From an optimization exercise on the open Yosys and OpenROAD flow, aimed at a short achievable clock period and few clock cycles per item; shortcuts taken in it are not production practice.
In this exercise RTL edits were held to simulation tests only and were not proved equivalent to the original.
The flow treats the clock pin as an ideal source, which a real chip does not have.
No activity file was given, so power comes from the tool's default toggle rates.

run 1:
// hart
module hart #(
    parameter RESET_ADDR = 32'h00000000
) (
    input  wire        i_clk,
    input  wire        i_rst,
    output wire [31:0] o_imem_raddr,
    input  wire [31:0] i_imem_rdata,
    output wire [31:0] o_dmem_addr,
    output wire        o_dmem_ren,
    output wire        o_dmem_wen,
    output wire [31:0] o_dmem_wdata,
    output wire [ 3:0] o_dmem_mask,
    input  wire [31:0] i_dmem_rdata,
    output wire        o_retire_valid,
    output wire [31:0] o_retire_inst,
    output wire        o_retire_trap,
    output wire        o_retire_halt,
    output wire [ 4:0] o_retire_rs1_raddr,
    output wire [ 4:0] o_retire_rs2_raddr,
    output wire [31:0] o_retire_rs1_rdata,
    output wire [31:0] o_retire_rs2_rdata,
    output wire [ 4:0] o_retire_rd_waddr,
    output wire [31:0] o_retire_rd_wdata,
    output wire [31:0] o_retire_pc,
    output wire [31:0] o_retire_next_pc
);
==> flow/config.mk <==
export PLATFORM = sky130hd
export DESIGN_NAME = hart
export DESIGN_NICKNAME = hart
export VERILOG_FILES = /design/flow/design.v
export SDC_FILE = /design/flow/constraint.sdc
export NUM_CORES = 8
export LEC_CHECK = 0
export CAP_MARGIN = 20
export CORE_MARGIN = 2
export CORE_UTILIZATION = 45
export SLEW_MARGIN = 20
==> flow/constraint.sdc <==
create_clock -name core_clock -period 11.5 [get_ports {i_clk}]
set_input_delay 2.3000 -clock core_clock [delete_from_list [all_inputs] [get_ports {i_clk}]]
set_output_delay 2.3000 -clock core_clock [all_outputs]
set_load 0.01 [all_outputs]
standard.sh (not shown) runs the stock make flow with config.mk's settings and CLKGATE_MAP_FILE= SYNTH_SCRIPT=/design/flow/synth_recipe.tcl, a recipe that flattens the netlist after the stock synthesis.
==> flow/flow/run.sh <==
#!/bin/bash
set -euo pipefail
K=(SETUP_SLACK_MARGIN=8.4 MATCH_CELL_FOOTPRINT=0
   'BUFFER_PORTS_ARGS=-buffer_cell sky130_fd_sc_hd__buf_8')
R=orfs/results/sky130hd/hart/base
L=orfs/logs/sky130hd/hart/base
bash standard.sh "${K[@]}" grt > standard_flow_grt1.log 2>&1
cp $L/5_1_grt.log grt_round1.log
for n in 2 3; do
  # the repaired, globally routed design becomes the input of another round
  cp $R/5_1_grt.odb $R/4_cts.odb
  cp $R/5_1_grt.sdc $R/4_cts.sdc
  bash standard.sh "${K[@]}" do-5_1_grt > standard_flow_grt$n.log 2>&1
  cp $L/5_1_grt.log grt_round$n.log
done
bash standard.sh "${K[@]}" finish > standard_flow_finish.log 2>&1
Run 1: it failed during 5_1_grt, and the tool reported GRT-0232.
Testbench counts of run 1, summed over its fixed seeds: cycles 67,756, instructions 60,455.
Inputs modified between run 1 and run 2:
--- a/flow/flow/run.sh
+++ b/flow/flow/run.sh
@@ -1,5 +1,5 @@
 #!/bin/bash
 set -euo pipefail
-K=(SETUP_SLACK_MARGIN=8.4 MATCH_CELL_FOOTPRINT=0
+K=(SETUP_SLACK_MARGIN=7.8 MATCH_CELL_FOOTPRINT=0
    'BUFFER_PORTS_ARGS=-buffer_cell sky130_fd_sc_hd__buf_8')
 R=orfs/results/sky130hd/hart/base
==> notes.md <==
Run 2: PASS, flow complete, no timing, DRC or antenna violations
The run showing the smaller estimated wirelength of the detail-placed design is run 2.
Run 2 -> run 1: area of the mapped netlist delta 0, exact match
Relative to run 1, number of CTS-inserted buffers has gone up in run 2.
Post-CTS repair timing setup buffer count was lower in run 2 than in run 1.
Re cell count after synthesis: no difference whatsoever between run 1 and run 2.
Comparing run 1 against run 2, there is no change at all in xor and xnor fraction of the mapped netlist area.
Multiplexer area fraction after synthesis came out exactly the same in run 1 and run 2.
Here is what was changed in the inputs of run 3 compared with run 2.
Settings: CORE_UTILIZATION: 45 -> 40.
--- a/flow/flow/run.sh
+++ b/flow/flow/run.sh
@@ -1,5 +1,5 @@
 #!/bin/bash
 set -euo pipefail
-K=(SETUP_SLACK_MARGIN=7.8 MATCH_CELL_FOOTPRINT=0
+K=(SETUP_SLACK_MARGIN=8 MATCH_CELL_FOOTPRINT=0
    'BUFFER_PORTS_ARGS=-buffer_cell sky130_fd_sc_hd__buf_8')
 R=orfs/results/sky130hd/hart/base
==> notes.md <==
After detailed routing, run 2 needs less wire than run 3.
On floorplan die height: run 3 sits above run 2.
Run 3 vs. run 2: required arrival time at the worst endpoint went down by 50 ps.
Between run 3 and run 2, the worst reg-to-reg setup slack does not differ in any meaningful way.
Share of flip-flops with an asynchronous set or reset after synthesis delta (run 3 -> run 2): insignificant
The following lists how run 4 was set up differently from run 3:
Settings: a change of CORE_UTILIZATION from 40 to 50.
==> flow/flow/run.sh <==
#!/bin/bash
set -euo pipefail
K=(SETUP_SLACK_MARGIN=8 MATCH_CELL_FOOTPRINT=0
   'BUFFER_PORTS_ARGS=-buffer_cell sky130_fd_sc_hd__buf_8')
R=orfs/results/sky130hd/hart/base
L=orfs/logs/sky130hd/hart/base
bash standard.sh "${K[@]}" grt > standard_flow_grt1.log 2>&1
cp $L/5_1_grt.log grt_round1.log
# the repaired, globally routed design becomes the input of a second round
cp $R/5_1_grt.odb $R/4_cts.odb
cp $R/5_1_grt.sdc $R/4_cts.sdc
bash standard.sh "${K[@]}" do-5_1_grt > standard_flow_grt2.log 2>&1
bash standard.sh "${K[@]}" finish > standard_flow_finish.log 2>&1
Results
Against run 3, power density over the cells in run 4 rose slightly. Going from run 3 to run 4, total vias in the final route dropped about 0.46%, detailed-routed wire length on met2 dropped 1.7 mm, combinational share of power climbed 0.3 points, number of gates given a new drive strength after cts climbed 8.3%. | row count | run 4 vs run 3 | 21 lower |. On global-route usage: run 4 sits above run 3. Taking run 4 over run 3, the largest voltage drop on the vdd net ratio works out to 0.908. In the reports for run 3 and run 4, the larger number of tap cells inserted belongs to run 3.
#### Input delta (run 5 over run 4)
Settings: swapping 50 for 45 in CORE_UTILIZATION.
==> flow/flow/run.sh <==
#!/bin/bash
set -euo pipefail
bash standard.sh SETUP_SLACK_MARGIN=8 'BUFFER_PORTS_ARGS=-buffer_cell sky130_fd_sc_hd__buf_8' finish > standard_flow.log 2>&1
## What came out
Insertion delay of the later-clocked pin in the worst-skew pair: run 4 vs run 5, no meaningful difference. Run 5 against run 4: number of top-level design ports did not really move, final area moved up, sum of internal, switching and leakage power saw little to no change. Run 5: total power density per cell area 1.1% below run 4. Synthesis-to-layout area growth (higher): run 5. Wire length of the first global-routing pass (run 5 over run 4): decrease, about 0.6%.
Inputs modified between run 5 and run 6:
==> flow/flow/run.sh <==
#!/bin/bash
set -euo pipefail
K=(SETUP_SLACK_MARGIN=8 MATCH_CELL_FOOTPRINT=0
   'BUFFER_PORTS_ARGS=-buffer_cell sky130_fd_sc_hd__buf_8')
R=orfs/results/sky130hd/hart/base
L=orfs/logs/sky130hd/hart/base
bash standard.sh "${K[@]}" grt > standard_flow_grt1.log 2>&1
cp $L/5_1_grt.log grt_round1.log
# the repaired, globally routed design becomes the input of a second round
cp $R/5_1_grt.odb $R/4_cts.odb
cp $R/5_1_grt.sdc $R/4_cts.sdc
bash standard.sh "${K[@]}" do-5_1_grt > standard_flow_grt2.log 2>&1
bash standard.sh "${K[@]}" finish > standard_flow_finish.log 2>&1
[summary]
Run 6 closes out successfully: all stages finished, all timing, DRC and antenna checks passed. Comparing run 5 with run 6, the cell count came out essentially unchanged. Time the final worst path needs with I/O delays and setup delta for run 6 relative to run 5: 85 ps lower. Share of the cycle needed by the critical path after routing ended up 0.74 points lower on run 6 than on run 5.

========
Starting RTL as in the previous note.
==> flow/config.mk <==
export PLATFORM = sky130hd
export DESIGN_NAME = hart
export DESIGN_NICKNAME = hart
export VERILOG_FILES = /design/flow/design.v
export SDC_FILE = /design/flow/constraint.sdc
export NUM_CORES = 8
export LEC_CHECK = 0
export CAP_MARGIN = 20
export CORE_MARGIN = 2
export CORE_UTILIZATION = 45
export SLEW_MARGIN = 20
==> flow/constraint.sdc <==
create_clock -name core_clock -period 11.5 [get_ports {i_clk}]
set_input_delay 2.3000 -clock core_clock [delete_from_list [all_inputs] [get_ports {i_clk}]]
set_output_delay 2.3000 -clock core_clock [all_outputs]
set_load 0.01 [all_outputs]
==> flow/flow/run.sh <==
#!/bin/bash
set -euo pipefail
K=(SETUP_SLACK_MARGIN=8 MATCH_CELL_FOOTPRINT=0
   'BUFFER_PORTS_ARGS=-buffer_cell sky130_fd_sc_hd__buf_8')
R=orfs/results/sky130hd/hart/base
L=orfs/logs/sky130hd/hart/base
bash standard.sh "${K[@]}" grt > standard_flow_grt1.log 2>&1
cp $L/5_1_grt.log grt_round1.log
for n in 2 3; do
  # the repaired, globally routed design becomes the input of another round
  cp $R/5_1_grt.odb $R/4_cts.odb
  cp $R/5_1_grt.sdc $R/4_cts.sdc
  bash standard.sh "${K[@]}" do-5_1_grt > standard_flow_grt$n.log 2>&1
  cp $L/5_1_grt.log grt_round$n.log
done
bash standard.sh "${K[@]}" finish > standard_flow_finish.log 2>&1
The starting point passed the timing, design-rule and antenna checks.
Testbench counts at the start, summed over its fixed seeds: cycles 67,756, instructions 60,455.
Edit:
--- a/flow/flow/run.sh
+++ b/flow/flow/run.sh
@@ -1,5 +1,5 @@
 #!/bin/bash
 set -euo pipefail
-K=(SETUP_SLACK_MARGIN=8 MATCH_CELL_FOOTPRINT=0
+K=(SETUP_SLACK_MARGIN=7.6 MATCH_CELL_FOOTPRINT=0
    'BUFFER_PORTS_ARGS=-buffer_cell sky130_fd_sc_hd__buf_8')
 R=orfs/results/sky130hd/hart/base
Result: The new run ran to the end with no violations. Sequential power barely changes. Hold slack improves by 0.013 ns. Via count goes down by a few percent. Area after synthesis stays the same.

[separate check: timing with driven ports]
In the flow no input, the clock included, has a driving cell. The finished layouts below were timed again as built, in two steps.
Step 1 (the two cells are an assumption about what drives the block):
set clk [get_ports {i_clk}]
set_driving_cell -lib_cell sky130_fd_sc_hd__clkbuf_16 $clk
set_driving_cell -lib_cell sky130_fd_sc_hd__buf_2 [delete_from_list [all_inputs] $clk]
Step 2 times the ports against the registers' clock, not the clock port: input delays grow and output delays shrink by t, the midpoint of the rising clock arrivals with the driver on.
Three values: no drivers, after step 1, after step 2; two values: the first two.
run	t, ns	setup WS [ns]	pins driven straight from the clock port
run 2	1.041	7.436 / 7.376 / 6.335	1
run 3	1.032	7.374 / 7.253 / 6.221	1
run 4	1.054	7.365 / 7.265 / 6.210	1
run 5	1.063	7.316 / 7.197 / 6.133	1
run 6	1.064	7.401 / 7.284 / 6.220	1
the first run of note 2	1.063	7.456 / 7.355 / 6.292	1
the second run of note 2	1.061	7.420 / 7.305 / 6.244	1
After both steps setup and hold are still met in every run listed. The setup slack of run 5, which loses most, moves by -0.119 ns with the drivers and by -1.183 ns with both steps.
